Source: an optimization exercise on an open RTL-to-GDS flow (aim: small area). Production flows keep margins and buffers that such runs may drop. Only simulation tests tie the RTL to the original design; equivalence was not proved. No activity file was given, so power comes from the tool's default toggle rates.

## design/flow/flow/run.sh

```bash
#!/bin/bash
# Own layout flow: the standard ORFS flow with
#  - input/output port buffers of the smallest buffer cell,
#  - clock tree synthesis without dummy loads, from clkbuf_8 buffers,
#  - after placement resizing, every cell set to the smallest-area variant of
#    its function (later repair steps upsize again where timing needs it).
# Each tool's output goes to the ORFS logs under orfs/logs; make's own output
# goes to flow_make.log here.
set -euo pipefail
W=$(pwd)
export BUFFER_PORTS_ARGS="-buffer_cell sky130_fd_sc_hd__buf_1"
export CTS_ARGS="-sink_clustering_enable -repair_clock_nets -dont_use_dummy_load -buf_list sky130_fd_sc_hd__clkbuf_8"
export POST_RESIZE_TCL="$W/flow/downsize.tcl"
bash standard.sh > "$W/flow_make.log" 2>&1
```

## design/flow/flow/downsize.tcl

```tcl
# Set every standard cell to the smallest-area variant with the same base name
# (e.g. mux2_2 -> mux2_1). Tap, fill and decap cells are left alone.
set db [ord::get_db]
array set best_area {}
array set best_name {}
foreach lib [$db getLibs] {
  foreach m [$lib getMasters] {
    set n [$m getName]
    if {![regexp {^(sky130_fd_sc_hd__[a-z0-9]+)_([0-9]+)$} $n -> base sz]} { continue }
    if {[regexp {lpflow|probe|tap|fill|decap|clkdly|dlygate|dlymetal} $n]} { continue }
    set a [expr {[$m getWidth] * [$m getHeight]}]
    if {![info exists best_area($base)] || $a < $best_area($base)} {
      set best_area($base) $a
      set best_name($base) $n
    }
  }
}
set count 0
foreach inst [[ord::get_db_block] getInsts] {
  set n [[$inst getMaster] getName]
  if {![regexp {^(sky130_fd_sc_hd__[a-z0-9]+)_([0-9]+)$} $n -> base sz]} { continue }
  if {![info exists best_name($base)]} { continue }
  set b $best_name($base)
  if {$b ne $n} {
    set m [[ord::get_db_block] findInst [$inst getName]]
    replace_cell [$inst getName] $b
    incr count
  }
}
puts "downsize: replaced $count cells"
```

## design/flow/standard.sh

```bash
#!/bin/bash
# synth_recipe.tcl (not shown) runs the flow's synth.tcl, then flattens the netlist and writes it again
# the make line also repeats each setting of config.mk as NAME=value (left out here)
make -C /OpenROAD-flow-scripts/flow DESIGN_CONFIG=/design/flow/config.mk WORK_HOME=/design/flow/orfs CLKGATE_MAP_FILE= SYNTH_SCRIPT=/design/flow/synth_recipe.tcl "${@:-finish}"
```

## design/flow/config.mk

```make
export PLATFORM = sky130hd
export DESIGN_NAME = seg_595_dynamic
export DESIGN_NICKNAME = seg_595_dynamic
export VERILOG_FILES = /design/flow/design.v
export SDC_FILE = /design/flow/constraint.sdc
export NUM_CORES = 4
export LEC_CHECK = 0
export CAP_MARGIN = 20
export CORE_MARGIN = 2
export CORE_UTILIZATION = 40
export SLEW_MARGIN = 20
```

## design/flow/constraint.sdc

```tcl
create_clock -name core_clock -period 5.0 [get_ports {sys_clk}]
set_input_delay 1.0000 -clock core_clock [delete_from_list [all_inputs] [get_ports {sys_clk}]]
set_output_delay 1.0000 -clock core_clock [all_outputs]
set_load 0.01 [all_outputs]
```

## design/flow/design.v

```verilog
module seg_595_dynamic
(
    input   wire        sys_clk     ,
    input   wire        sys_rst_n   ,
    input   wire [19:0] data        ,
    input   wire [5:0]  point       ,
    input   wire        sign        ,
    input   wire        seg_en      ,
    output  reg         ds          ,
    output  reg         shcp        ,
    output  wire        stcp        ,
    output  wire        oe
);
reg     [1:0]   j       ;
reg     [15:0]  lf      ;
reg             flag    ;    
reg     [3:0]   u       ;    
reg     [3:0]   cb      ;    
wire            ph0     = ~j[1] & ~j[0];
wire            ph1     = ~j[1] &  j[0];
wire            ph2     =  j[1] &  j[0];
wire            ph3     =  j[1] & ~j[0];
wire            tm_end  = (lf == 16'h1af2);
always@(posedge sys_clk or negedge sys_rst_n)
    if(sys_rst_n == 1'b0)
        j <= 2'b00;
    else
        j <= {j[0], ~j[1]};
always@(posedge sys_clk or negedge sys_rst_n)
    if(sys_rst_n == 1'b0)
        lf <= 16'h35e4;
    else
        lf <= {lf[14:0], lf[15] ^ lf[13] ^ lf[12] ^ lf[10] ^ tm_end};
always@(posedge sys_clk or negedge sys_rst_n)
    if(sys_rst_n == 1'b0)
        flag <= 1'b0;
    else
        flag <= tm_end;
always@(posedge sys_clk or negedge sys_rst_n)
    if(sys_rst_n == 1'b0)
        u <= 4'd0;
    else if(ph3)
        u <= (u == 4'd10) ? 4'd0 : u + 4'd1;
always@(posedge sys_clk or negedge sys_rst_n)
    if(sys_rst_n == 1'b0)
        cb <= 4'd0;
    else if(ph3)
        cb <= (cb == 4'd13) ? 4'd0 : cb + 4'd1;
wire    s_load  = (u == 4'd0)  && (ph1);   
wire    s_done  = (u == 4'd10) && (ph2);   
wire    s_read  = (u == 4'd10) && (ph3);   
wire    s_conv  = (u != 4'd0)  && (u <= 4'd5);     
reg     [23:0]  W       ;
reg             conv    ;
wire            ld_ok   = (data != 20'd0) && (data != 20'd1_000_000);
wire    [23:0]  A       ;
wire    [4:0]   ge      = {u > 4'd4, u > 4'd3, u > 4'd2, u > 4'd1, u > 4'd0};
genvar n;
generate for(n = 0; n < 5; n = n + 1) begin: a3
    wire [3:0] d = W[4*n +: 4];
    wire       e = ge[n];
    assign A[4*n+3] = d[3] | (e & d[2] & (d[1] | d[0]));
    assign A[4*n+2] = (d[2] & ~(e & (d[1] | d[0]))) | (e & d[3] & d[0]);
    assign A[4*n+1] = (d[1] & ~(e & d[2] & ~d[0])) | (e & d[3] & ~d[0]);
    assign A[4*n+0] = (d[0] & ~(e & (d[2] | d[3]))) | (e & ~d[0] & (d[3] | (d[2] & d[1])));
end endgenerate
wire            e5      = (u == 4'd5) && (ph3);
assign A[20]    = W[20] & ~(e5 & W[22]);
assign A[21]    = W[21];
assign A[22]    = W[22] & ~(e5 & W[20]);
assign A[23]    = W[23];
always@(posedge sys_clk)
    if(s_load)
        conv <= ld_ok;
always@(posedge sys_clk)
    if(s_load && ld_ok)
        W <= {data, 4'b0};
    else if(s_conv && conv)
        W <= {A[22:0], A[23]};
reg     [2:0]   rlv     ;
wire    [5:0]   wnz     ;
genvar g;
generate for(g = 0; g < 6; g = g + 1) begin: nzg
    assign wnz[g] = |W[4*g +: 4];
end endgenerate
always@(posedge sys_clk or negedge sys_rst_n)
    if(sys_rst_n == 1'b0)
        rlv <= 3'd0;
    else if(s_done)
        rlv <= !conv   ? 3'd0 :
               wnz[5]  ? 3'd6 :
               wnz[4]  ? 3'd5 :
               wnz[3]  ? 3'd4 :
               wnz[2]  ? 3'd3 :
               wnz[1]  ? 3'd2 : 3'd1;
reg     [2:0]   lv      ;
reg             sg      ;
reg             zr      ;
wire    [2:0]   plv     = point[5] ? 3'd6 :
                          point[4] ? 3'd5 :
                          point[3] ? 3'd4 :
                          point[2] ? 3'd3 :
                          point[1] ? 3'd2 : 3'd0;
wire            hold    = (rlv == 3'd0) && (plv == 3'd0);
always@(posedge sys_clk or negedge sys_rst_n)
    if(sys_rst_n == 1'b0) begin
        lv <= 3'd6;
        zr <= 1'b1;
    end else if(!hold) begin
        lv <= (rlv > plv) ? rlv : plv;
        zr <= (rlv == 3'd0);
    end
always@(posedge sys_clk)
    if(!hold)
        sg <= sign;
reg     [2:0]   q       ;
wire    [2:0]   c       = (q == 3'd6) ? 3'd0 : q;
reg     [3:0]   S       ;    
reg     [3:0]   data_disp;
reg             dot_disp;
always@(posedge sys_clk or negedge sys_rst_n)
    if(sys_rst_n == 1'b0)
        q <= 3'd6;
    else if(flag)
        q <= (q == 3'd5) ? 3'd0 : (q == 3'd6) ? 3'd1 : q + 3'd1;
always@(posedge sys_clk)
    if(s_read)
        S <= W[4*c +: 4];
always@(posedge sys_clk or negedge sys_rst_n)
    if(sys_rst_n == 1'b0)
        data_disp <= 4'd0;
    else if(seg_en && flag)
        data_disp <= (c < lv)            ? (zr ? 4'd0 : S) :
                     ((c == lv) && sg)   ? 4'd10 : 4'd11;
always@(posedge sys_clk or negedge sys_rst_n)
    if(sys_rst_n == 1'b0)
        dot_disp <= 1'b1;
    else if(flag)
        dot_disp <= ~point[c];
reg     [7:0]   seg     ;
always@(*)
    case(data_disp)
        4'd0:   seg = {dot_disp,7'b100_0000};
        4'd1:   seg = {dot_disp,7'b111_1001};
        4'd2:   seg = {dot_disp,7'b010_0100};
        4'd3:   seg = {dot_disp,7'b011_0000};
        4'd4:   seg = {dot_disp,7'b001_1001};
        4'd5:   seg = {dot_disp,7'b001_0010};
        4'd6:   seg = {dot_disp,7'b000_0010};
        4'd7:   seg = {dot_disp,7'b111_1000};
        4'd8:   seg = {dot_disp,7'b000_0000};
        4'd9:   seg = {dot_disp,7'b001_0000};
        4'd10:  seg = 8'b1011_1111;
        4'd11:  seg = 8'b1111_1111;
        default:seg = 8'b1100_0000;
    endcase
reg     [5:0]   sel     ;
always@(*)
    case(q)
        3'd0:   sel = 6'b100_000;
        3'd1:   sel = 6'b000_001;
        3'd2:   sel = 6'b000_010;
        3'd3:   sel = 6'b000_100;
        3'd4:   sel = 6'b001_000;
        3'd5:   sel = 6'b010_000;
        default:sel = 6'b000_000;
    endcase
wire    [13:0]  sdata   = {seg[0],seg[1],seg[2],seg[3],seg[4],seg[5],seg[6],seg[7],sel};
always@(posedge sys_clk or negedge sys_rst_n)
    if(sys_rst_n == 1'b0)
        ds <= 1'b0;
    else if(ph0)
        ds <= sdata[cb];
always@(posedge sys_clk or negedge sys_rst_n)
    if(sys_rst_n == 1'b0)
        shcp <= 1'b0;
    else
        shcp <= j[1];
assign stcp = (cb == 4'd0) && j[0];
assign oe   = 1'b0;
endmodule
```

==> results_dict.tcl, run 1 <==
set metrics [dict create \
    synth_seq_cells 74 \
    ant_nets 0 \
    post_cts_resize_count 0 \
    critical_path.max_fanout 23 \
    cts_tree "built" \
    synthesis.yosys.warnings 1 \
    slew_viol_final 0 \
    syn_inst 432 \
    irDropWorstVdd_mv 0.0819 \
    synth-edff-count 26 \
    final.fill_count 1005 \
    die_y_um 106 \
    most_instantiated_flip_flop_cell_in_the_synthesis_netlist "dfrtp_1" \
    grt_setup_unrepaired "false" \
    grt.total_usage_pct 17.1 \
    synth.cells.most_frequent "nand2_1 (42), a21oi_1 (34), dfrtp_1 (30)" \
    avgRoutedWirePerCell_um 15.9 \
    leakagePower_nw 1.63 \
    max_slew_margin_pct 36.4 \
    die_width_um 106 \
    cts.repair_timing.setup_buffer_count 0 \
    place.port_buffers 32 \
    worst_skew_late_latency_ps 340 \
    netlist_area_mm2 0.00415 \
    ios 34 \
    outcome "finished clean" \
    dpl-instance-area_mm2 0.00429 \
    cts-buffers-inserted 9 \
    upper_clock_frequency_limit_mhz 267 \
    path_class "reg -> reg" \
    antenna_cells 0 \
    final_hold_viol_count 0 \
    yosysUniqueCellTypes 68 \
    final-setup-viol-count 0 \
    multi_input_comb_area_mm2 0.00195 \
    drt-vias-per-instance 5.66 \
    first_iter_violations 237 \
    remaining_drc_errors 0 \
    postLayoutCoreUtil_pct 43.4 \
    max-clock-path-buffers 2 \
    yosys.cell_count.top_type "nand2_1" \
    vias 3297 \
    number_of_global_route_vias_before_repair 3041 \
    cts_num_sinks 74 \
    synth_nets 469 \
    grt_remaining_overflow 0 \
    finalWorstSetupSlack_ps 1250 \
    seq_area_frac_synth_pct 47.7 \
    total_non_filler_cell_area_in_the_finished_layout_mm2 0.00442 \
    min_path_type "reg -> reg" \
    start_util_pct 40.8 \
    powerDensity_mw_per_mm2 230 \
    arrival_ps 3700 \
    grt_max_degree 45 \
    synth_top_cell_by_area "edfxtp_1" \
    overall_power_of_the_completed_layout_mw 1.01 \
    final_min_period_over_clock_period_pct 74.9 \
    fin_setup_tns_ps 0 \
    max_cap_viol_count 0 \
    placeableCoreArea_mm2 0.0102 \
    pre_cts_slack_ps 1080 \
    antenna_found_initial 0 \
    place_congestion 0.833 \
    grt_pass1_wl_mm 15.1 \
    worst_pin_slew_ps 954 \
    fin_worst_skew_ps 13.3 \
    top_area_cells_in_the_synthesized_netlist "edfxtp_1 (19%), dfrtp_1 (18%), dfstp_2 (8.9%), a21oi_1 (4.1%), nand2_1 (3.8%)" \
    die_footprint_mm2 0.0112 \
    finish.net_count 486 \
    synthToLayoutAreaGrowth_pct 6.51 \
    cts_hold_buffers 0 \
    async_flop_share_pct 59.5 \
    cts.htree.levels 3 \
    post_route_cells_drive_above_1_share_pct 2.24 \
    layout_min_cycle_time_ps 3750 \
    drt-total-wl_mm 9.25 \
    data_required_critical_path_ps 4950 \
    crit_path_end_kind "flop" \
    crit_path_start_kind "flop" \
    syn_area_per_cell_um2 9.61 \
    layout.area.seq_mm2 0.00198 \
    clk_pin_slew_worst_paths_ps 70 \
    drtPass1Iterations 4 \
    cts_root_buf "clkbuf_8" \
    std_cell_rows 37 \
    synth_top_area_share_pct 18.8 \
    dp.final_hpwl_mm 6.85 \
]
## metal layers
layer  up-vias  GRT usage (%)  part of all wire [%]
li1       1630              -                     -
met4         0           5.36                  0.64
met1      1608           24.1                    50
met5         -              0                     0
met3         4           3.22                   3.3
met2        55           26.9                    46
## registers in the layout, summed over array words and instances, names as in the netlist, 2 cells and up
| register | count |
|---|---|
| cb | 4 |
| q | 3 |
| W | 24 |
| u | 4 |
| data_disp | 4 |
| rlv | 3 |
| j | 2 |
| lv | 3 |
| lf | 16 |
| S | 4 |
## placed cells by master, fill, tap and decap left out, types with 3 or more instances in the layout
cell type	synthesis	routed
nand3_1	4	4
edfxtp_1	26	26
nand2_1	42	42
nor4_1	4	5
mux2_1	1	3
o2bb2ai_1	12	12
buf_1	3	32
a31oi_1	7	7
nand2b_1	9	9
clkbuf_8	0	9
dfstp_1	0	14
a22o_1	8	8
nand4_1	5	5
or4_1	4	4
a21oi_1	34	34
o221ai_1	3	3
ha_1	7	7
nor2_1	23	23
mux2i_1	10	10
nor3_1	19	20
or2_0	1	8
dfrtp_1	30	30
a211oi_1	8	8
xnor2_1	4	4
a32oi_1	6	6
inv_1	15	18
nor2b_1	9	9
a21o_1	3	3
o21ai_0	22	35
o211ai_1	3	3
dfxtp_1	4	4
## kinds of logic after synthesis
family                     count (synthesis)  share of synthesized area (%)
AOI/OAI and AO/OA                        139                           22.1
xor gates and xnor gates                   6                           1.27
adders and majority gates                  7                           2.11
buffers and inverters                     46                           4.82
DFF                                       74                           47.7
muxes                                     13                           3.22
other                                      1                         0.0903
and+or+nand+nor                          146                           18.7
## layout make-up
cell class,instances,area share [%]
flip-flops and latches,74,44.8
repair buffers,34,2.97
clock buffers,9,2.80
inverters,18,1.53
multi-input cells,312,44.1
well taps,136,3.85
## final timing paths
kind / cells after the start / start / slack, ps / endpoint
worst min-delay path: 0 / lf[3]$_DFF_PN0_ / 380 / lf[4]$_DFF_PN0_
min in group asynchronous: 2 / sys_rst_n / 770 / lf[11]$_DFF_PN0_
worst max-delay path: 4 / u[0]$_DFFE_PN0P_ / 1250 / W[21]$_DFFE_PP_
max in group asynchronous: 2 / sys_rst_n / 3820 / data_disp[1]$_DFFE_PN0P_
worst min register to register: 0 / lf[3]$_DFF_PN0_ / 380 / lf[4]$_DFF_PN0_
worst max register to register: 4 / u[0]$_DFFE_PN0P_ / 1250 / W[21]$_DFFE_PP_
## critical path: stages (launching register included)
cell and delay [ps]:
dfrtp_1 520, or4_1 680, nor3b_1 560, and2_1 750, nand2b_1 830
## report_power, final
group | switching, mW | internal, mW
logic | 0.0255 | 0.0143
registers | 0.00119 | 0.627
clock network | 0.186 | 0.161
total | 0.213 | 0.802
## metrics by stage
stage,hold WS [ps],cells
after floorplan,347,432
after global placement,357,574
after detailed placement,358,574
after CTS,376,583
after global routing,383,583
final,376,583
==> run 2: changes to the inputs <==
--- a/design/flow/flow/run.sh
+++ b/design/flow/flow/run.sh
@@ -9,6 +9,6 @@
 set -euo pipefail
 W=$(pwd)
 export BUFFER_PORTS_ARGS="-buffer_cell sky130_fd_sc_hd__buf_1"
-export CTS_ARGS="-sink_clustering_enable -repair_clock_nets -dont_use_dummy_load -buf_list sky130_fd_sc_hd__clkbuf_8"
+export CTS_ARGS="-sink_clustering_enable -repair_clock_nets -dont_use_dummy_load -buf_list sky130_fd_sc_hd__clkbuf_16 -sink_clustering_size 50 -sink_clustering_max_diameter 300"
 export POST_RESIZE_TCL="$W/flow/downsize.tcl"
 bash standard.sh > "$W/flow_make.log" 2>&1
==> results_dict.tcl, run 2 <==
set metrics [dict create \
    first_iter_violations 247 \
    drtPass1Iterations 5 \
    antenna_cells 0 \
    synthesis.yosys.warnings 1 \
    die_footprint_mm2 0.0112 \
    number_of_global_route_vias_before_repair 3050 \
    path_cells "or4_1, nor3b_1, and2_1, nand2b_1" \
    cp.depth 4 \
    leakagePower_nw 1.67 \
    total_non_filler_cell_area_in_the_finished_layout_mm2 0.00452 \
    async_flop_share_pct 59.5 \
    cts_tree "built" \
    post_cts_resize_count 0 \
    data_required_critical_path_ps 4940 \
    clk_pin_slew_worst_paths_ps 60 \
    place_congestion 0.833 \
    yosysUniqueCellTypes 68 \
    flip_flop_count_of_the_largest_register_after_layout 24 \
    synthToLayoutAreaGrowth_pct 8.95 \
    synth_top_family_by_area "compound AO/OA/AOI/OAI gates" \
    synth-edff-count 26 \
    hold_path_depth 0 \
    synth_nets 469 \
    drt-total-wl_mm 9.29 \
    dpl-instance-area_mm2 0.00429 \
    seq_area_frac_synth_pct 47.7 \
    crit_path_end_kind "flop" \
    cts.repair_timing.setup_buffer_count 0 \
    most_instantiated_flip_flop_cell_in_the_synthesis_netlist "dfrtp_1" \
    grt_pass1_wl_mm 15.2 \
    powerDensity_mw_per_mm2 264 \
    drt-vias-per-instance 5.70 \
    max_stage_delay_on_crit_path_ps 820 \
    syn_area_per_cell_um2 9.61 \
    synth_mux_area_share_pct 3.22 \
    reg2regPathDepth 4 \
    critical_path.max_fanout 23 \
    cts.htree.levels 3 \
    irDropWorstVdd_mv 0.110 \
    final.fill_count 995 \
    cpMaxStageDelayCell "nand2b_1" \
    die_y_um 106 \
    start_util_pct 40.8 \
    worst_pin_slew_ps 927 \
    finish.net_count 486 \
    ant_nets 0 \
    std_cell_rows 37 \
    cts_hold_buffers 0 \
    post_synth_xor_area_fraction_pct 1.27 \
    die_width_um 106 \
    cts-buffers-inserted 9 \
    largest_register "W" \
    placeableCoreArea_mm2 0.0102 \
    grt_remaining_overflow 0 \
    final_min_period_over_clock_period_pct 74.5 \
    worst_skew_late_latency_ps 330 \
    synth_seq_cells 74 \
    dp.final_hpwl_mm 6.85 \
    upper_clock_frequency_limit_mhz 268 \
    outcome "finished clean" \
    max-clock-path-buffers 2 \
    yosys.cell_count.top_type "nand2_1" \
    syn_inst 432 \
    vias 3321 \
    most_common_library_cell_in_the_layout_ignoring_fill_and_taps "nand2_1" \
    antenna_found_initial 0 \
    final-setup-viol-count 0 \
    min_path_type "reg -> reg" \
    fin_setup_tns_ps 0 \
    grt.total_usage_pct 17.2 \
    crit_path_start_kind "flop" \
    max_slew_margin_pct 38.2 \
    slew_viol_final 0 \
    cts_num_sinks 74 \
    path_buf_inv 0 \
    max_cap_viol_count 0 \
    avgRoutedWirePerCell_um 15.9 \
    synth_compound_area_share_pct 22.1 \
    path_class "reg -> reg" \
    synth-simple-area-share_pct 18.7 \
    top_area_cells_in_the_synthesized_netlist "edfxtp_1 (19%), dfrtp_1 (18%), dfstp_2 (8.9%), a21oi_1 (4.1%), nand2_1 (3.8%)" \
    cts_root_buf "clkbuf_16" \
    ios 34 \
    arrival_ps 3670 \
    synth.cells.most_frequent "nand2_1 (42), a21oi_1 (34), dfrtp_1 (30)" \
    grt_max_degree 45 \
    postLayoutCoreUtil_pct 44.4 \
    reg_top3 "W: 24 flops, lf: 16 flops" \
    final_hold_viol_count 0 \
    grt_setup_unrepaired "false" \
    netlist_area_mm2 0.00415 \
    layout_min_cycle_time_ps 3730 \
    post_route_cells_drive_above_1_share_pct 2.24 \
    synth-adder-area-share_pct 2.11 \
    place.port_buffers 32 \
    synth_top_area_share_pct 18.8 \
    worst_path_dominant_cell_family "simple AND/OR/NAND/NOR gates" \
    final_cell_mix "nand2_1 (42), o21ai_0 (35), a21oi_1 (34)" \
    remaining_drc_errors 0 \
    synth_top_cell_by_area "edfxtp_1" \
    fin_worst_skew_ps 11.3 \
]
run 2: worst paths after layout:
| check | start | endpoint | slack [ps] |
|---|---|---|---|
| worst max register to register | u[0]$_DFFE_PN0P_ | W[21]$_DFFE_PP_ | 1270 |
| worst min-delay path | lf[4]$_DFF_PN0_ | lf[5]$_DFF_PN1_ | 370 |
| min in group asynchronous | sys_rst_n | lf[11]$_DFF_PN0_ | 780 |
| worst min register to register | lf[4]$_DFF_PN0_ | lf[5]$_DFF_PN1_ | 370 |
| worst max-delay path | u[0]$_DFFE_PN0P_ | W[21]$_DFFE_PP_ | 1270 |
| max in group asynchronous | sys_rst_n | data_disp[1]$_DFFE_PN0P_ | 3800 |
run 2: power by group:
group          internal, mW  switching (mW)  total, mW  leakage, nW
Sequential            0.629         0.00118      0.630        0.834
Combinational        0.0143          0.0256     0.0398        0.729
Clock                 0.315           0.209      0.524        0.111
run 2: area by class of cell:
| cell class | count | area [µm²] | area share, % |
|---|---|---|---|
| clock buffer | 9 | 225 | 4.98 |
| tap | 136 | 170 | 3.76 |
| multi-input combinational | 312 | 1950 | 43.1 |
| inverter | 18 | 67.6 | 1.49 |
| timing repair buffer | 34 | 131 | 2.90 |
| sequential | 74 | 1980 | 43.8 |
run 2: through the flow:
| step | instances | hold slack [ps] | total power, mW | setup WS [ps] |
|---|---|---|---|---|
| after detailed placement | 574 | 358 | 0.680 | 1080 |
| after global placement | 574 | 357 | 0.681 | 1470 |
| after global routing | 583 | 381 | 1.24 | 1040 |
| final | 583 | 374 | 1.19 | 1270 |
| after floorplan | 432 | 347 | 0.658 | 1950 |
| after CTS | 583 | 374 | 1.20 | 1070 |
run 2: kinds of logic (layout without fill, tap and decap cells):
family / after synthesis / after routing
flip-flops: 74 / 74
buffers and inverters: 46 / 61
AO/OA/AOI/OAI: 139 / 139
other: 1 / 1
multiplexers: 13 / 13
AND/OR/NAND/NOR: 146 / 146
adder cells (fa/ha/maj): 7 / 7
XOR/XNOR: 6 / 6
run 2: per-layer routing:
layer	share of wire [%]	global-route usage [%]	vias to the layer above
met5	0	0	-
met4	1.4	5.64	0
met1	49	24.2	1583
li1	-	-	1636
met2	45	27.0	91
met3	4.2	3.03	11
run 2: worst register-to-register path, delay by kind of cell (launching register included):
family           cells  cell delay, ps
AND/OR/NAND/NOR      4            2820
flip-flops           1             510
==> run 3: changes to the inputs <==
--- a/design/flow/flow/run.sh
+++ b/design/flow/flow/run.sh
@@ -9,6 +9,6 @@
 set -euo pipefail
 W=$(pwd)
 export BUFFER_PORTS_ARGS="-buffer_cell sky130_fd_sc_hd__buf_1"
-export CTS_ARGS="-sink_clustering_enable -repair_clock_nets -dont_use_dummy_load -buf_list sky130_fd_sc_hd__clkbuf_16 -sink_clustering_size 50 -sink_clustering_max_diameter 300"
+export CTS_ARGS="-sink_clustering_enable -repair_clock_nets -dont_use_dummy_load -buf_list sky130_fd_sc_hd__clkbuf_4"
 export POST_RESIZE_TCL="$W/flow/downsize.tcl"
 bash standard.sh > "$W/flow_make.log" 2>&1
==> results_dict.tcl, run 3 <==
set metrics [dict create \
    max_slew_margin_pct 39.1 \
    path_class "reg -> reg" \
    synth_top_family_by_area "compound AO/OA/AOI/OAI gates" \
    most_instantiated_flip_flop_cell_in_the_synthesis_netlist "dfrtp_1" \
    max-clock-path-buffers 2 \
    post_route_cells_drive_above_1_share_pct 2.24 \
    first_iter_violations 239 \
    flip_flop_count_of_the_largest_register_after_layout 24 \
    place.port_buffers 32 \
    cts_tree "built" \
    leakagePower_nw 1.60 \
    largest_register "W" \
    yosysUniqueCellTypes 68 \
    async_flop_share_pct 59.5 \
    post_synth_xor_area_fraction_pct 1.27 \
    drtPass1Iterations 6 \
    upper_clock_frequency_limit_mhz 271 \
    final_cell_mix "nand2_1 (42), o21ai_0 (35), a21oi_1 (34)" \
    most_common_library_cell_in_the_layout_ignoring_fill_and_taps "nand2_1" \
    synthesis.yosys.warnings 1 \
    cts.htree.levels 3 \
    grt.total_usage_pct 17.1 \
    cts_num_sinks 74 \
    synth_nets 469 \
    crit_path_start_kind "flop" \
    max_cap_viol_count 0 \
    ant_nets 0 \
    grt_remaining_overflow 0 \
    final.fill_count 1011 \
    min_path_type "reg -> reg" \
    layout.area.seq_mm2 0.00198 \
    synth-adder-area-share_pct 2.11 \
    worst_skew_late_latency_ps 410 \
    worst_pin_slew_ps 913 \
    synth-edff-count 26 \
    cts_root_buf "clkbuf_4" \
    irDropWorstVdd_mv 0.0718 \
    antenna_cells 0 \
    reg_top3 "W: 24 flops, lf: 16 flops" \
    finalWorstSetupSlack_ps 1320 \
    avgRoutedWirePerCell_um 15.8 \
    synthToLayoutAreaGrowth_pct 5.15 \
    netlist_area_mm2 0.00415 \
    path_cells "or4_1, nor3b_1, and2_1, nand2b_1" \
    die_width_um 106 \
    grt_max_degree 45 \
    die_y_um 106 \
    final-setup-viol-count 0 \
    cts.repair_timing.setup_buffer_count 0 \
    post_cts_resize_count 0 \
    syn_area_per_cell_um2 9.61 \
    grt_setup_unrepaired "false" \
    pre_cts_slack_ps 1080 \
    fin_setup_tns_ps 0 \
    synth_top_area_share_pct 18.8 \
    postLayoutCoreUtil_pct 42.9 \
    top_area_cells_in_the_synthesized_netlist "edfxtp_1 (19%), dfrtp_1 (18%), dfstp_2 (8.9%), a21oi_1 (4.1%), nand2_1 (3.8%)" \
    drt-total-wl_mm 9.20 \
    grt_pass1_wl_mm 15.0 \
    crit_path_end_kind "flop" \
    std_cell_rows 37 \
    syn_inst 432 \
    data_required_critical_path_ps 5020 \
    cpMaxStageDelayCell "nand2b_1" \
    critical_path.max_fanout 23 \
    cts_hold_buffers 0 \
    die_footprint_mm2 0.0112 \
    powerDensity_mw_per_mm2 212 \
    ios 34 \
    seq_area_frac_synth_pct 47.7 \
    synth_top_cell_by_area "edfxtp_1" \
    layout_min_cycle_time_ps 3680 \
    drt-vias-per-instance 5.65 \
    outcome "finished clean" \
    yosys.cell_count.top_type "nand2_1" \
    cts-buffers-inserted 9 \
    synth-simple-area-share_pct 18.7 \
    synth_mux_area_share_pct 3.22 \
    place_congestion 0.833 \
    multi_input_comb_area_mm2 0.00195 \
    remaining_drc_errors 0 \
    antenna_found_initial 0 \
    max_stage_delay_on_crit_path_ps 800 \
    final_min_period_over_clock_period_pct 73.7 \
    finish.net_count 486 \
    dp.final_hpwl_mm 6.85 \
    number_of_global_route_vias_before_repair 3004 \
    placeableCoreArea_mm2 0.0102 \
    start_util_pct 40.8 \
    arrival_ps 3700 \
    final_hold_viol_count 0 \
    clk_pin_slew_worst_paths_ps 110 \
    slew_viol_final 0 \
    vias 3292 \
    synth_seq_cells 74 \
    synth.cells.most_frequent "nand2_1 (42), a21oi_1 (34), dfrtp_1 (30)" \
    final.hold.worst_slack_ps 381 \
    fin_worst_skew_ps 22.3 \
    synth_compound_area_share_pct 22.1 \
]
## run 3: changes by cell type in the layout (fill, tap and decap cells not counted)
cell       delta
clkbuf_16     -9
clkbuf_4      +9
## run 3: cells by family (layout without fill, tap and decap cells)
family,after synthesis,count (layout)
AND/OR/NAND/NOR,146,146
AO/OA/AOI/OAI,139,139
flip-flops,74,74
buffers and inverters,46,61
multiplexers,13,13
adder cells (fa/ha/maj),7,7
XOR/XNOR,6,6
other,1,1
## run 3: routing by layer
layer	wire (µm)	global-route usage, %	part of all wire [%]	vias up
met3	319	2.84	3.5	9
met4	140	5.92	1.5	0
met5	0	0	0	-
met1	4560	24.1	50	1581
met2	4180	26.7	45	69
li1	-	-	-	1633
## run 3: worst max-delay path: cells and delay by family (launching register included)
kind	cells	cell delay, ps
simple gates	4	2750
flops	1	530
## run 3: worst paths after layout
kind	cells after the start	from	slack (ps)	to
max	4	u[0]$_DFFE_PN0P_	1320	W[21]$_DFFE_PP_
min	0	lf[7]$_DFF_PN1_	380	lf[8]$_DFF_PN1_
max reg2reg	4	u[0]$_DFFE_PN0P_	1320	W[21]$_DFFE_PP_
min reg2reg	0	lf[7]$_DFF_PN1_	380	lf[8]$_DFF_PN1_
max in group asynchronous	2	sys_rst_n	3890	data_disp[1]$_DFFE_PN0P_
min in group asynchronous	2	sys_rst_n	690	lf[11]$_DFF_PN0_
## run 3: report_power, final
part | switching (mW) | internal, mW
sequential | 0.00119 | 0.627
clock | 0.174 | 0.0838
combinational | 0.0255 | 0.0143
## run 3: area by class of cell
cell class	instances	share of cell area [%]
Clock buffer	9	1.55
Inverter	18	1.55
Multi-Input combinational cell	312	44.7
Sequential cell	74	45.3
Tap cell	136	3.90
Timing Repair Buffer	34	3.01
## run 3: through the flow
stage,total power [mW],std cells,instance area (µm²)
global route,0.970,583,4370
global placement,0.681,574,4330
detailed placement,0.680,574,4290
finish,0.926,583,4370
floorplan,0.658,432,4150
CTS,0.939,583,4360
==> run 4: changes to the inputs <==
--- a/design/flow/design.v
+++ b/design/flow/design.v
@@ -131,7 +131,7 @@
         data_disp <= 4'd0;
     else if(seg_en && flag)
         data_disp <= (c < lv)            ? (zr ? 4'd0 : S) :
-                     ((c == lv) && sg)   ? 4'd10 : 4'd11;
+                     ((c == lv) && sg)   ? 4'd14 : 4'd15;
 always@(posedge sys_clk or negedge sys_rst_n)
     if(sys_rst_n == 1'b0)
         dot_disp <= 1'b1;
@@ -150,9 +150,8 @@
         4'd7:   seg = {dot_disp,7'b111_1000};
         4'd8:   seg = {dot_disp,7'b000_0000};
         4'd9:   seg = {dot_disp,7'b001_0000};
-        4'd10:  seg = 8'b1011_1111;
-        4'd11:  seg = 8'b1111_1111;
-        default:seg = 8'b1100_0000;
+        4'd14:  seg = 8'b1011_1111;
+        default:seg = 8'b1111_1111;
     endcase
 reg     [5:0]   sel     ;
 always@(*)
--- a/design/flow/flow/run.sh
+++ b/design/flow/flow/run.sh
@@ -11,4 +11,5 @@
 export BUFFER_PORTS_ARGS="-buffer_cell sky130_fd_sc_hd__buf_1"
 export CTS_ARGS="-sink_clustering_enable -repair_clock_nets -dont_use_dummy_load -buf_list sky130_fd_sc_hd__clkbuf_4"
 export POST_RESIZE_TCL="$W/flow/downsize.tcl"
+export POST_FLOORPLAN_TCL="$W/flow/restructure.tcl"
 bash standard.sh > "$W/flow_make.log" 2>&1
==> design/flow/flow/restructure.tcl (new file) <==
# Re-map the combinational logic for area with OpenROAD's restructure (ABC).
set lib [lindex $::env(LIB_FILES) 0]
restructure -target area -liberty_file $lib \
  -tielo_port sky130_fd_sc_hd__conb_1/LO -tiehi_port sky130_fd_sc_hd__conb_1/HI \
  -work_dir [file join $::env(OBJECTS_DIR) rmp] -abc_logfile [file join $::env(LOG_DIR) rmp_abc.log]
==> results_dict.tcl, run 4 <==
set metrics [dict create \
    outcome "did not finish" \
    stop_stage "2_1_floorplan" \
    tool.error "[ERROR RMP-0003] Cannot open file /design/flow/orfs/objects/sky130hd/seg_595_dynamic/base/rmp/seg_595_dynamic0ord_abc_script.tcl for writing." \
    synth_seq_cells 74 \
    syn_inst 431 \
    most_instantiated_flip_flop_cell_in_the_synthesis_netlist "dfrtp_1" \
    syn_area_per_cell_um2 9.52 \
    netlist_area_mm2 0.00410 \
    seq_area_frac_synth_pct 48.2 \
    synth_top_area_share_pct 19.0 \
    async_flop_share_pct 59.5 \
    synth_top_cell_by_area "edfxtp_1" \
    top_area_cells_in_the_synthesized_netlist "edfxtp_1 (19%), dfrtp_1 (18%), dfstp_2 (9.0%), o21ai_0 (4.3%), nand2_1 (3.9%)" \
    synth_nets 468 \
    synthesis.yosys.warnings 1 \
    synth.cells.most_frequent "nand2_1 (43), o21ai_0 (35), nor2_1 (33)" \
    start_util_pct 41.6 \
    std_cell_rows 36 \
    yosysUniqueCellTypes 66 \
    die_width_um 105 \
    synth-edff-count 26 \
    yosys.cell_count.top_type "nand2_1" \
    die_y_um 105 \
]
==> run 4: kinds of logic after synthesis <==
group	after synthesis	share of synthesized area, %
other cells	1	0.0914
buf+inv	41	4.42
compound gates	144	23.4
flops	74	48.2
mux	8	1.98
xor+xnor	5	1.07
simple gates	151	18.7
fa+ha+maj	7	2.13
==> run 5: changes to the inputs <==
--- a/design/flow/flow/restructure.tcl
+++ b/design/flow/flow/restructure.tcl
@@ -1,4 +1,5 @@
 # Re-map the combinational logic for area with OpenROAD's restructure (ABC).
+file mkdir [file join $::env(OBJECTS_DIR) rmp]
 set lib [lindex $::env(LIB_FILES) 0]
 restructure -target area -liberty_file $lib \
   -tielo_port sky130_fd_sc_hd__conb_1/LO -tiehi_port sky130_fd_sc_hd__conb_1/HI \
==> results_dict.tcl, run 5 <==
set metrics [dict create \
    largest_register "W" \
    overall_power_of_the_completed_layout_mw 0.925 \
    synth_top_cell_by_area "edfxtp_1" \
    async_flop_share_pct 59.5 \
    die_y_um 105 \
    final.hold.worst_slack_ps 337 \
    min_path_type "reg -> reg" \
    antenna_cells 0 \
    met3_usage_pct 4.58 \
    cts_tree "built" \
    pre_cts_slack_ps 1680 \
    synth_seq_cells 74 \
    dp.final_hpwl_mm 6.85 \
    synth-simple-area-share_pct 18.7 \
    avgRoutedWirePerCell_um 15.5 \
    dp.cells 578 \
    ant_nets 0 \
    final_hold_viol_count 0 \
    drt-vias-per-instance 5.69 \
    cts.repair_timing.setup_buffer_count 0 \
    cts_hold_buffers 0 \
    path_cells "nor2_1, nand3_1, nor3_1, nand2_1, nand2_1" \
    synth_mux_area_share_pct 1.98 \
    netSwitchingFraction_pct 22.0 \
    std_cell_rows 36 \
    instances_no_fill 588 \
    place.port_buffers 32 \
    die_width_um 105 \
    dpl-instance-area_mm2 0.00408 \
    placeableCoreArea_mm2 0.00986 \
    max_cap_viol_count 0 \
    pwr-share-comb_pct 3.7 \
    max-clock-path-buffers 2 \
    postLayoutCoreUtil_pct 42.3 \
    fin_worst_skew_ps 31.9 \
    data_required_critical_path_ps 5020 \
    drt-total-wl_mm 9.09 \
    finalWorstSetupSlack_ps 1860 \
    crit_path_start_kind "flop" \
    ios 34 \
    yosysUniqueCellTypes 66 \
    post_route_cells_drive_above_1_share_pct 2.42 \
    final_min_period_over_clock_period_pct 62.8 \
    fin_setup_tns_ps 0 \
    finish.net_count 487 \
    slew_viol_final 0 \
    net-switching-power_mw 0.203 \
    antenna_found_initial 0 \
    first_iter_violations 198 \
    syn_inst 431 \
    synthToLayoutAreaGrowth_pct 1.59 \
    yosys.cell_count.top_type "nand2_1" \
    synthesis.yosys.warnings 1 \
    irDropWorstVdd_mv 0.0810 \
    cell_internal_pwr_mw 0.722 \
    cts-buffers-inserted 9 \
    post_cts_resize_count 0 \
    arrival_ps 3160 \
    clk_pin_slew_worst_paths_ps 120 \
    timing.critical_path.mode_cell "nand2_1" \
    synth_top_area_share_pct 19.0 \
    clkPwrFrac_pct 28.6 \
    total_non_filler_cell_area_in_the_finished_layout_mm2 0.00417 \
    synth_compound_area_share_pct 23.4 \
    max_stage_delay_on_crit_path_ps 790 \
    seq_area_frac_synth_pct 48.2 \
    max_slew_margin_pct 42.8 \
    powerDensity_mw_per_mm2 222 \
    cpMaxStageDelayCell "nand2_1" \
    path_class "reg -> reg" \
    post_synth_xor_area_fraction_pct 1.07 \
    vias 3345 \
    grt_remaining_overflow 0 \
    synth.cells.most_frequent "nand2_1 (43), o21ai_0 (35), nor2_1 (33)" \
    power_frac_seq_pct 67.7 \
    netlist_area_mm2 0.00410 \
    crit_path_end_kind "flop" \
    flip_flop_count_of_the_largest_register_after_layout 24 \
    worst_skew_late_latency_ps 420 \
    grt_pass1_wl_mm 15.2 \
    final-setup-viol-count 0 \
    synth-adder-area-share_pct 2.13 \
    reg_top3 "W: 24 flops, lf: 16 flops" \
    most_common_library_cell_in_the_layout_ignoring_fill_and_taps "clkinv_1" \
    layout_min_cycle_time_ps 3140 \
    cts_root_buf "clkbuf_4" \
    critical_path.max_fanout 21 \
    grt_max_degree 45 \
    leakagePower_nw 1.42 \
    cts.htree.levels 3 \
    drtPass1Iterations 5 \
    most_instantiated_flip_flop_cell_in_the_synthesis_netlist "dfrtp_1" \
    die_footprint_mm2 0.0111 \
    global_route.peak_usage_layer "met2" \
    top_area_cells_in_the_synthesized_netlist "edfxtp_1 (19%), dfrtp_1 (18%), dfstp_2 (9.0%), o21ai_0 (4.3%), nand2_1 (3.9%)" \
    start_util_pct 41.6 \
    remaining_drc_errors 0 \
    number_of_global_route_vias_before_repair 3186 \
    cts_num_sinks 74 \
    final_cell_mix "clkinv_1 (74), nor2_1 (42), o22ai_1 (37)" \
    worst_pin_slew_ps 856 \
    outcome "finished clean" \
    grt_util_met1_pct 23.4 \
    grt_setup_unrepaired "false" \
    synth_top_family_by_area "compound AO/OA/AOI/OAI gates" \
    place_congestion 0.816 \
    globalRouteMet2Util_pct 27.4 \
    upper_clock_frequency_limit_mhz 318 \
    synth_nets 468 \
    grt.total_usage_pct 17.3 \
    synth-edff-count 26 \
    syn_area_per_cell_um2 9.52 \
]
## run 5: cell counts after synthesis
No cell type changed its count.
## run 5: worst paths after layout
| kind | startpoint | to | slack, ps | cells past startpoint |
|---|---|---|---|---|
| worst max-delay path | u[1]$_DFFE_PN0P_ | W[23]$_DFFE_PP_ | 1860 | 5 |
| worst min-delay path | lf[6]$_DFF_PN1_ | lf[7]$_DFF_PN1_ | 340 | 0 |
| worst max register to register | u[1]$_DFFE_PN0P_ | W[23]$_DFFE_PP_ | 1860 | 5 |
| worst min register to register | lf[6]$_DFF_PN1_ | lf[7]$_DFF_PN1_ | 340 | 0 |
| max in group asynchronous | sys_rst_n | lf[6]$_DFF_PN1_ | 3930 | 3 |
| min in group asynchronous | sys_rst_n | lv[0]$_DFFE_PN0N_ | 510 | 2 |
## run 5: cells by family after synthesis
group           Yosys count
simple gates            151
compound gates          144
flops                    74
buf+inv                  41
mux                       8
fa+ha+maj                 7
xor+xnor                  5
other cells               1
## run 5: final cells by class
| cell class | instances | area [µm²] |
|---|---|---|
| clock buffer | 9 | 67.6 |
| sequential | 74 | 1980 |
| tap | 133 | 166 |
| multi-input combinational | 264 | 1530 |
| fill | 997 | 5700 |
| timing repair buffer | 34 | 145 |
| inverter | 74 | 278 |
## run 5: critical path: cells and delay by family, from the launching register on
kind             cells  cell delay [ps]
and+or+nand+nor      5             2280
DFF                  1              470
## run 5: power groups by stage
stage	logic [mW]	clock network [mW]	registers, mW
floorplan	0.0171	0	0.641
global placement	0.0323	0	0.640
detailed placement	0.0324	0	0.639
CTS	0.0326	0.279	0.627
global route	0.0398	0.303	0.627
finish	0.0339	0.265	0.626
## run 5: routing by layer
metal  vias to the layer above  wire (µm)
li1                       1622          -
met1                      1616       4260
met2                       101       4240
met3                         6        534
met4                         0         59
met5                         -          0
==> run 6: changes to the inputs <==
--- a/design/flow/flow/run.sh
+++ b/design/flow/flow/run.sh
@@ -9,7 +9,7 @@
 set -euo pipefail
 W=$(pwd)
 export BUFFER_PORTS_ARGS="-buffer_cell sky130_fd_sc_hd__buf_1"
-export CTS_ARGS="-sink_clustering_enable -repair_clock_nets -dont_use_dummy_load -buf_list sky130_fd_sc_hd__clkbuf_4"
+export CTS_ARGS="-sink_clustering_enable -repair_clock_nets -dont_use_dummy_load -buf_list sky130_fd_sc_hd__clkbuf_4 -root_buf sky130_fd_sc_hd__clkbuf_8"
 export POST_RESIZE_TCL="$W/flow/downsize.tcl"
 export POST_FLOORPLAN_TCL="$W/flow/restructure.tcl"
 bash standard.sh > "$W/flow_make.log" 2>&1
==> results_dict.tcl, run 6 <==
set metrics [dict create \
    die_y_um 105 \
    timing.critical_path.mode_cell "nand2_1" \
    cpMaxStageDelayCell "nand2_1" \
    die_width_um 105 \
    postLayoutCoreUtil_pct 42.8 \
    drt-vias-per-instance 5.70 \
    instances_no_fill 588 \
    fin_worst_skew_ps 17.9 \
    place_congestion 0.816 \
    dp.final_hpwl_mm 6.85 \
    max_cap_viol_count 0 \
    crit_path_end_kind "flop" \
    reg_top3 "W: 24 flops, lf: 16 flops" \
    final_min_period_over_clock_period_pct 62.3 \
    dp.cells 578 \
    irDropWorstVdd_mv 0.0873 \
    regToRegSetupSlack_ps 1890 \
    ant_nets 0 \
    number_of_global_route_vias_before_repair 3180 \
    placeableCoreArea_mm2 0.00986 \
    drtPass1Iterations 5 \
    flip_flop_count_of_the_largest_register_after_layout 24 \
    slew_viol_final 0 \
    post_route_cells_drive_above_1_share_pct 2.42 \
    synth_top_area_share_pct 19.0 \
    synthesis.yosys.warnings 1 \
    synth_seq_cells 74 \
    finish.net_count 487 \
    syn_area_per_cell_um2 9.52 \
    critical_path.max_fanout 21 \
    final_cell_mix "clkinv_1 (74), nor2_1 (42), o22ai_1 (37)" \
    start_util_pct 41.6 \
    path_cells "nor2_1, nand3_1, nor3_1, nand2_1, nand2_1" \
    grt_util_met1_pct 24.0 \
    worst_pin_slew_ps 855 \
    synth-simple-area-share_pct 18.7 \
    remaining_drc_errors 0 \
    cts_hold_buffers 0 \
    synth-edff-count 26 \
    final.fill_count 987 \
    layout_min_cycle_time_ps 3110 \
    max_stage_delay_on_crit_path_ps 790 \
    leakagePower_nw 1.45 \
    synth-adder-area-share_pct 2.13 \
    drt-total-wl_mm 9.06 \
    yosys.cell_count.top_type "nand2_1" \
    synth_top_cell_by_area "edfxtp_1" \
    antenna_found_initial 0 \
    post_synth_xor_area_fraction_pct 1.07 \
    final.hold.worst_slack_ps 352 \
    clk_pin_slew_worst_paths_ps 80 \
    crit_path_start_kind "flop" \
    outcome "finished clean" \
    grt_setup_unrepaired "false" \
    ios 34 \
    upper_clock_frequency_limit_mhz 321 \
    min_path_type "reg -> reg" \
    max-clock-path-buffers 2 \
    std_cell_rows 36 \
    cts_tree "built" \
    cts-buffers-inserted 9 \
    syn_inst 431 \
    data_required_critical_path_ps 4960 \
    path_class "reg -> reg" \
    grt_max_degree 45 \
    final_hold_viol_count 0 \
    first_iter_violations 274 \
    globalRouteMet2Util_pct 27.4 \
    cts.repair_timing.setup_buffer_count 0 \
    grt_pass1_wl_mm 15.3 \
    yosysUniqueCellTypes 66 \
    synth_nets 468 \
    cts.htree.levels 3 \
    async_flop_share_pct 59.5 \
    netlist_area_mm2 0.00410 \
    grt_remaining_overflow 0 \
    synth_top_family_by_area "compound AO/OA/AOI/OAI gates" \
    synth.cells.most_frequent "nand2_1 (43), o21ai_0 (35), nor2_1 (33)" \
    grt.total_usage_pct 17.4 \
    max_slew_margin_pct 42.9 \
    final-setup-viol-count 0 \
    global_route.peak_usage_layer "met2" \
    post_cts_resize_count 0 \
    largest_register "W" \
    antenna_cells 0 \
    most_instantiated_flip_flop_cell_in_the_synthesis_netlist "dfrtp_1" \
    arrival_ps 3070 \
    powerDensity_mw_per_mm2 240 \
    synth_compound_area_share_pct 23.4 \
    met3_usage_pct 4.08 \
    cts_num_sinks 74 \
    path_buf_inv 0 \
    finalWorstSetupSlack_ps 1890 \
    cts_root_buf "clkbuf_8" \
    place.port_buffers 32 \
    top_area_cells_in_the_synthesized_netlist "edfxtp_1 (19%), dfrtp_1 (18%), dfstp_2 (9.0%), o21ai_0 (4.3%), nand2_1 (3.9%)" \
    worst_skew_late_latency_ps 350 \
    vias 3354 \
    pre_cts_slack_ps 1680 \
    seq_area_frac_synth_pct 48.2 \
    synth_mux_area_share_pct 1.98 \
    fin_setup_tns_ps 0 \
    most_common_library_cell_in_the_layout_ignoring_fill_and_taps "clkinv_1" \
    die_footprint_mm2 0.0111 \
    avgRoutedWirePerCell_um 15.4 \
    synthToLayoutAreaGrowth_pct 2.96 \
    worst_path_dominant_cell_family "simple AND/OR/NAND/NOR gates" \
]
-- run 6: cell types whose count changed in the layout (fill, tap and decap cells not counted) --
cell	delta
clkbuf_8	+9
clkbuf_4	-9
-- run 6: final timing paths --
path / startpoint / depth (start not counted) / end
setup / recovery: u[1]$_DFFE_PN0P_ / 5 / W[23]$_DFFE_PP_
hold / removal: lf[6]$_DFF_PN1_ / 0 / lf[7]$_DFF_PN1_
setup reg to reg: u[1]$_DFFE_PN0P_ / 5 / W[23]$_DFFE_PP_
hold reg to reg: lf[6]$_DFF_PN1_ / 0 / lf[7]$_DFF_PN1_
max in group asynchronous: sys_rst_n / 3 / lf[6]$_DFF_PN1_
min in group asynchronous: sys_rst_n / 2 / lv[0]$_DFFE_PN0N_
-- run 6: stage by stage --
| stage | cell area, µm² | power [mW] |
|---|---|---|
| finish | 4230 | 1.01 |
| global route | 4230 | 1.06 |
| global placement | 4090 | 0.672 |
| detailed placement | 4080 | 0.671 |
| floorplan | 4100 | 0.658 |
| CTS | 4200 | 1.03 |
-- run 6: power by group --
part           total (mW)  internal [mW]  switching (mW)  leakage, nW
clock network       0.352          0.161           0.191       0.0647
registers           0.627          0.626         0.00122        0.806
logic              0.0339         0.0127          0.0212        0.576
total                1.01          0.799           0.213         1.45
-- run 6: final cells by class --
cell class | instances | area (µm²) | share of cell area, %
multi-input cells | 264 | 1530 | 36.3
clock buffers | 9 | 124 | 2.93
inverters | 74 | 278 | 6.57
flip-flops and latches | 74 | 1980 | 46.8
well taps | 133 | 166 | 3.94
repair buffers | 34 | 145 | 3.43
-- run 6: kinds of logic (layout without fill, tap and decap cells) --
family | Yosys count | after routing
AND/OR/NAND/NOR | 151 | 109
AO/OA/AOI/OAI | 144 | 151
flip-flops | 74 | 74
buffers and inverters | 41 | 117
multiplexers | 8 | 0
adder cells (fa/ha/maj) | 7 | 0
XOR/XNOR | 5 | 2
other | 1 | 2
-- run 6: per-layer routing --
metal	wire length (µm)	vias up
met5	0	-
met1	4270	1604
li1	-	1623
met4	136	0
met3	530	14
met2	4130	113
==> run 7: changes to the inputs <==
--- a/design/flow/flow/run.sh
+++ b/design/flow/flow/run.sh
@@ -9,7 +9,7 @@
 set -euo pipefail
 W=$(pwd)
 export BUFFER_PORTS_ARGS="-buffer_cell sky130_fd_sc_hd__buf_1"
-export CTS_ARGS="-sink_clustering_enable -repair_clock_nets -dont_use_dummy_load -buf_list sky130_fd_sc_hd__clkbuf_4 -root_buf sky130_fd_sc_hd__clkbuf_8"
+export CTS_ARGS="-sink_clustering_enable -repair_clock_nets -dont_use_dummy_load -buf_list sky130_fd_sc_hd__clkbuf_4 -sink_clustering_size 10 -sink_clustering_max_diameter 60"
 export POST_RESIZE_TCL="$W/flow/downsize.tcl"
 export POST_FLOORPLAN_TCL="$W/flow/restructure.tcl"
 bash standard.sh > "$W/flow_make.log" 2>&1
==> results_dict.tcl, run 7 <==
set metrics [dict create \
    async_flop_share_pct 59.5 \
    remaining_drc_errors 0 \
    worst_skew_late_latency_ps 420 \
    fin_worst_skew_ps 31.9 \
    cts_tree "built" \
    overall_power_of_the_completed_layout_mw 0.925 \
    reg_top3 "W: 24 flops, lf: 16 flops" \
    post_route_cells_drive_above_1_share_pct 2.42 \
    outcome "finished clean" \
    first_iter_violations 198 \
    synth.cells.most_frequent "nand2_1 (43), o21ai_0 (35), nor2_1 (33)" \
    grt_remaining_overflow 0 \
    final_cell_mix "clkinv_1 (74), nor2_1 (42), o22ai_1 (37)" \
    dp.final_hpwl_mm 6.85 \
    grt_max_degree 45 \
    cts_root_buf "clkbuf_4" \
    arrival_ps 3160 \
    synth_top_area_share_pct 19.0 \
    path_class "reg -> reg" \
    irDropWorstVdd_mv 0.0810 \
    synth_seq_cells 74 \
    postLayoutCoreUtil_pct 42.3 \
    dpl-instance-area_mm2 0.00408 \
    drt-total-wl_mm 9.09 \
    antenna_cells 0 \
    leakagePower_nw 1.42 \
    largest_register "W" \
    number_of_global_route_vias_before_repair 3186 \
    cts_hold_buffers 0 \
    max_slew_margin_pct 42.8 \
    most_common_library_cell_in_the_layout_ignoring_fill_and_taps "clkinv_1" \
    grt_pass1_wl_mm 15.2 \
    antenna_found_initial 0 \
    synthToLayoutAreaGrowth_pct 1.59 \
    synthesis.yosys.warnings 1 \
    drt-vias-per-instance 5.69 \
    fin_setup_tns_ps 0 \
    synth-edff-count 26 \
    min_path_type "reg -> reg" \
    ios 34 \
    flip_flop_count_of_the_largest_register_after_layout 24 \
    yosys.cell_count.top_type "nand2_1" \
    grt.total_usage_pct 17.3 \
    yosysUniqueCellTypes 66 \
    total_non_filler_cell_area_in_the_finished_layout_mm2 0.00417 \
    worst_pin_slew_ps 856 \
    synth_nets 468 \
    most_instantiated_flip_flop_cell_in_the_synthesis_netlist "dfrtp_1" \
    drtPass1Iterations 5 \
    upper_clock_frequency_limit_mhz 318 \
    slew_viol_final 0 \
    final_min_period_over_clock_period_pct 62.8 \
    placeableCoreArea_mm2 0.00986 \
    syn_area_per_cell_um2 9.52 \
    std_cell_rows 36 \
    final-setup-viol-count 0 \
    clk_pin_slew_worst_paths_ps 120 \
    seq_area_frac_synth_pct 48.2 \
    layout_min_cycle_time_ps 3140 \
    vias 3345 \
    cts.repair_timing.setup_buffer_count 0 \
    ant_nets 0 \
    cts.htree.levels 3 \
    grt_setup_unrepaired "false" \
    synth_top_cell_by_area "edfxtp_1" \
    start_util_pct 41.6 \
    powerDensity_mw_per_mm2 222 \
    cts_num_sinks 74 \
    finish.net_count 487 \
    crit_path_end_kind "flop" \
    die_y_um 105 \
    top_area_cells_in_the_synthesized_netlist "edfxtp_1 (19%), dfrtp_1 (18%), dfstp_2 (9.0%), o21ai_0 (4.3%), nand2_1 (3.9%)" \
    avgRoutedWirePerCell_um 15.5 \
    post_cts_resize_count 0 \
    place_congestion 0.816 \
    max_cap_viol_count 0 \
    die_footprint_mm2 0.0111 \
    data_required_critical_path_ps 5020 \
    netlist_area_mm2 0.00410 \
    final_hold_viol_count 0 \
    cts-buffers-inserted 9 \
    critical_path.max_fanout 21 \
    place.port_buffers 32 \
    die_width_um 105 \
    max-clock-path-buffers 2 \
    syn_inst 431 \
    crit_path_start_kind "flop" \
    final.fill_count 997 \
]
==> run 7: critical path, cell delays in order (launching register included) <==
cell and delay (ps):
dfrtp_1 470, nor2_1 180, nand3_1 190, nor3_1 630, nand2_1 490, nand2_1 790
==> run 7: final timing paths <==
kind / startpoint / endpoint / slack [ps] / cells past startpoint
min in group asynchronous: sys_rst_n / lv[0]$_DFFE_PN0N_ / 510 / 2
max in group asynchronous: sys_rst_n / lf[6]$_DFF_PN1_ / 3930 / 3
hold / removal: lf[6]$_DFF_PN1_ / lf[7]$_DFF_PN1_ / 340 / 0
setup reg to reg: u[1]$_DFFE_PN0P_ / W[23]$_DFFE_PP_ / 1860 / 5
hold reg to reg: lf[6]$_DFF_PN1_ / lf[7]$_DFF_PN1_ / 340 / 0
setup / recovery: u[1]$_DFFE_PN0P_ / W[23]$_DFFE_PP_ / 1860 / 5
==> run 7: kinds of logic after synthesis <==
group / synth area share, %
fa+ha+maj: 2.13
compound gates: 23.4
simple gates: 18.7
flops: 48.2
other cells: 0.0914
mux: 1.98
xor+xnor: 1.07
buf+inv: 4.42
==> run 7: metrics by stage <==
step,worst slack [ps],hold slack [ps],cells
global placement,1900,359,578
floorplan,2010,347,431
detailed placement,1680,360,578
finish,1860,337,588
CTS,1920,342,587
global route,1710,349,588
==> run 7: metal layers <==
layer | wire length [µm] | global-route usage, % | vias to the layer above
met5 | 0 | 0 | -
met4 | 59 | 4.86 | 0
met3 | 534 | 4.58 | 6
met2 | 4240 | 27.4 | 101
met1 | 4260 | 23.4 | 1616
li1 | - | - | 1622
==> run 7: area by class of cell <==
class	count	area (µm²)	area share, %
clock buffer	9	67.6	1.62
inverter	74	278	6.66
multi-input combinational	264	1530	36.8
sequential	74	1980	47.5
tap	133	166	3.99
timing repair buffer	34	145	3.48
==> run 7: where the power goes <==
group          internal (mW)  switching (mW)  leakage, nW
registers              0.625         0.00123        0.806
logic                 0.0127          0.0212        0.576
clock network         0.0838           0.181       0.0414
==> run 8: changes to the inputs <==
--- a/design/flow/flow/run.sh
+++ b/design/flow/flow/run.sh
@@ -9,7 +9,7 @@
 set -euo pipefail
 W=$(pwd)
 export BUFFER_PORTS_ARGS="-buffer_cell sky130_fd_sc_hd__buf_1"
-export CTS_ARGS="-sink_clustering_enable -repair_clock_nets -dont_use_dummy_load -buf_list sky130_fd_sc_hd__clkbuf_4 -sink_clustering_size 10 -sink_clustering_max_diameter 60"
+export CTS_ARGS="-sink_clustering_enable -repair_clock_nets -dont_use_dummy_load -buf_list sky130_fd_sc_hd__clkbuf_16 -sink_buffer_max_cap_derate 4"
 export POST_RESIZE_TCL="$W/flow/downsize.tcl"
 export POST_FLOORPLAN_TCL="$W/flow/restructure.tcl"
 bash standard.sh > "$W/flow_make.log" 2>&1
==> results_dict.tcl, run 8 <==
set metrics [dict create \
    synth.cells.most_frequent "nand2_1 (43), o21ai_0 (35), nor2_1 (33)" \
    die_y_um 105 \
    outcome "did not finish" \
    synth_nets 468 \
    yosysUniqueCellTypes 66 \
    place.port_buffers 32 \
    syn_area_per_cell_um2 9.52 \
    netlist_area_mm2 0.00410 \
    async_flop_share_pct 59.5 \
    die_width_um 105 \
    synth-edff-count 26 \
    syn_inst 431 \
    place_congestion 0.816 \
    start_util_pct 41.6 \
    most_instantiated_flip_flop_cell_in_the_synthesis_netlist "dfrtp_1" \
    std_cell_rows 36 \
    seq_area_frac_synth_pct 48.2 \
    synthesis.yosys.warnings 1 \
    pre_cts_slack_ps 1680 \
    yosys.cell_count.top_type "nand2_1" \
    ios 34 \
    synth_seq_cells 74 \
    top_area_cells_in_the_synthesized_netlist "edfxtp_1 (19%), dfrtp_1 (18%), dfstp_2 (9.0%), o21ai_0 (4.3%), nand2_1 (3.9%)" \
    dpl-instance-area_mm2 0.00408 \
    synth_top_cell_by_area "edfxtp_1" \
    stop_stage "4_1_cts" \
    tool.error "[ERROR CTS-0109] sink_buffer_max_cap_derate needs to be between 0 and 1.0." \
    dp.final_hpwl_mm 6.85 \
    synth_top_area_share_pct 19.0 \
]
[run 8: cell counts after synthesis]
Identical to the previous run, type by type.
[run 8: through the flow]
step | hold WS (ps) | instances | util (%)
2_1_floorplan | 347 | 431 | -
3_5_place_dp | 360 | 578 | 41.4
3_3_place_gp | 359 | 578 | 41.4
[run 8: worst max path at each step]
stage,end,cells after the start,from,slack (ps)
after floorplan,W[10]$_DFFE_PP_,7,data[16],2010
after global placement,W[8]$_DFFE_PP_,7,data[17],1900
after detailed placement,lf[4]$_DFF_PN0_,2,sys_rst_n,1680
[run 8: power by group through the flow]
stage          clock [mW]  combinational [mW]  sequential, mW
2_1_floorplan           0              0.0171           0.641
3_3_place_gp            0              0.0323           0.640
3_5_place_dp            0              0.0324           0.639
[run 8: cells by family after synthesis]
group                    Yosys count  share of synthesized area [%]
XOR/XNOR                           5                           1.07
flip-flops                        74                           48.2
AND/OR/NAND/NOR                  151                           18.7
adder cells (fa/ha/maj)            7                           2.13
other                              1                         0.0914
AO/OA/AOI/OAI                    144                           23.4
multiplexers                       8                           1.98
buffers and inverters             41                           4.42
==> run 9: changes to the inputs <==
--- a/design/flow/flow/run.sh
+++ b/design/flow/flow/run.sh
@@ -9,7 +9,7 @@
 set -euo pipefail
 W=$(pwd)
 export BUFFER_PORTS_ARGS="-buffer_cell sky130_fd_sc_hd__buf_1"
-export CTS_ARGS="-sink_clustering_enable -repair_clock_nets -dont_use_dummy_load -buf_list sky130_fd_sc_hd__clkbuf_16 -sink_buffer_max_cap_derate 4"
+export CTS_ARGS="-sink_clustering_enable -repair_clock_nets -dont_use_dummy_load -buf_list sky130_fd_sc_hd__clkbuf_8 -sink_buffer_max_cap_derate 2"
 export POST_RESIZE_TCL="$W/flow/downsize.tcl"
 export POST_FLOORPLAN_TCL="$W/flow/restructure.tcl"
 bash standard.sh > "$W/flow_make.log" 2>&1
==> results_dict.tcl, run 9 <==
set metrics [dict create \
    ios 34 \
    syn_inst 431 \
    syn_area_per_cell_um2 9.52 \
    most_instantiated_flip_flop_cell_in_the_synthesis_netlist "dfrtp_1" \
    yosys.cell_count.top_type "nand2_1" \
    yosysUniqueCellTypes 66 \
    place_congestion 0.816 \
    synth_seq_cells 74 \
    async_flop_share_pct 59.5 \
    top_area_cells_in_the_synthesized_netlist "edfxtp_1 (19%), dfrtp_1 (18%), dfstp_2 (9.0%), o21ai_0 (4.3%), nand2_1 (3.9%)" \
    synth.cells.most_frequent "nand2_1 (43), o21ai_0 (35), nor2_1 (33)" \
    synthesis.yosys.warnings 1 \
    synth_top_cell_by_area "edfxtp_1" \
    outcome "did not finish" \
    netlist_area_mm2 0.00410 \
    start_util_pct 41.6 \
    place.port_buffers 32 \
    die_y_um 105 \
    die_width_um 105 \
    synth_top_area_share_pct 19.0 \
    synth-edff-count 26 \
    seq_area_frac_synth_pct 48.2 \
    std_cell_rows 36 \
    synth_nets 468 \
    stop_stage "4_1_cts" \
    tool.error "[ERROR CTS-0109] sink_buffer_max_cap_derate needs to be between 0 and 1.0." \
    dp.final_hpwl_mm 6.85 \
]
run 9: cell counts after synthesis:
Identical to the previous run, type by type.
run 9: power by group through the flow:
| stage | Clock, mW | Sequential (mW) | Combinational, mW |
|---|---|---|---|
| 3_5_place_dp | 0 | 0.639 | 0.0324 |
| 2_1_floorplan | 0 | 0.641 | 0.0171 |
| 3_3_place_gp | 0 | 0.640 | 0.0323 |
run 9: how the worst max path moves through the flow:
stage,slack [ps],cells past startpoint,to
2_1_floorplan,2010,7,W[10]$_DFFE_PP_
3_3_place_gp,1900,7,W[8]$_DFFE_PP_
3_5_place_dp,1680,2,lf[4]$_DFF_PN0_
run 9: cell families after synthesis:
logic type | after synthesis | synth area share [%]
xor gates and xnor gates | 5 | 1.07
buffers and inverters | 41 | 4.42
DFF | 74 | 48.2
AOI/OAI and AO/OA | 144 | 23.4
muxes | 8 | 1.98
other | 1 | 0.0914
adders and majority gates | 7 | 2.13
and+or+nand+nor | 151 | 18.7
run 9: metrics by stage:
step	hold WS, ps	setup WS [ps]	instance area (µm²)	util, %	cells
floorplan	347	2010	4100	-	431
global placement	359	1900	4090	41.4	578
detailed placement	360	1680	4080	41.4	578

## re-timing with driven ports
No port has a modelled driver above. Below, the same layouts with a new extraction and two added sets of constraints. Step 1 (the two cells are an assumption about what drives the block):
set clk [get_ports {sys_clk}]
set_driving_cell -lib_cell sky130_fd_sc_hd__clkbuf_16 $clk
set_driving_cell -lib_cell sky130_fd_sc_hd__buf_2 [delete_from_list [all_inputs] $clk]
Step 2 times the ports against the registers' clock, not the clock port: input delays grow and output delays shrink by t, the midpoint of the rising clock arrivals with the driver on. Three values: no drivers, after step 1, after step 2; two values: the first two.
run | shift t [ns] | slack for setup (ns) | hold slack, ns | worst setup path after step 2 | slew at the worst register clock pin (ns)
run 1 | 0.364 | 1.253 / 1.253 / 1.253 | 0.376 / 0.376 / 0.376 | register to register | 0.07 / 0.07
run 2 | 0.362 | 1.274 / 1.274 / 1.274 | 0.374 / 0.374 / 0.374 | register to register | 0.06 / 0.06
run 3 | 0.428 | 1.316 / 1.316 / 1.316 | 0.381 / 0.381 / 0.381 | register to register | 0.11 / 0.11
run 5 | 0.429 | 1.859 / 1.859 / 1.810 | 0.337 / 0.337 / 0.337 | input to register | 0.12 / 0.12
run 6 | 0.368 | 1.887 / 1.887 / 1.796 | 0.352 / 0.352 / 0.352 | input to register | 0.08 / 0.08
run 7 | 0.429 | 1.859 / 1.859 / 1.810 | 0.337 / 0.337 / 0.337 | input to register | 0.12 / 0.12
After both steps every run listed still meets setup and hold. For run 6, which loses most, drivers alone change the setup slack by 0.000 ns; drivers and shift together by -0.091 ns.
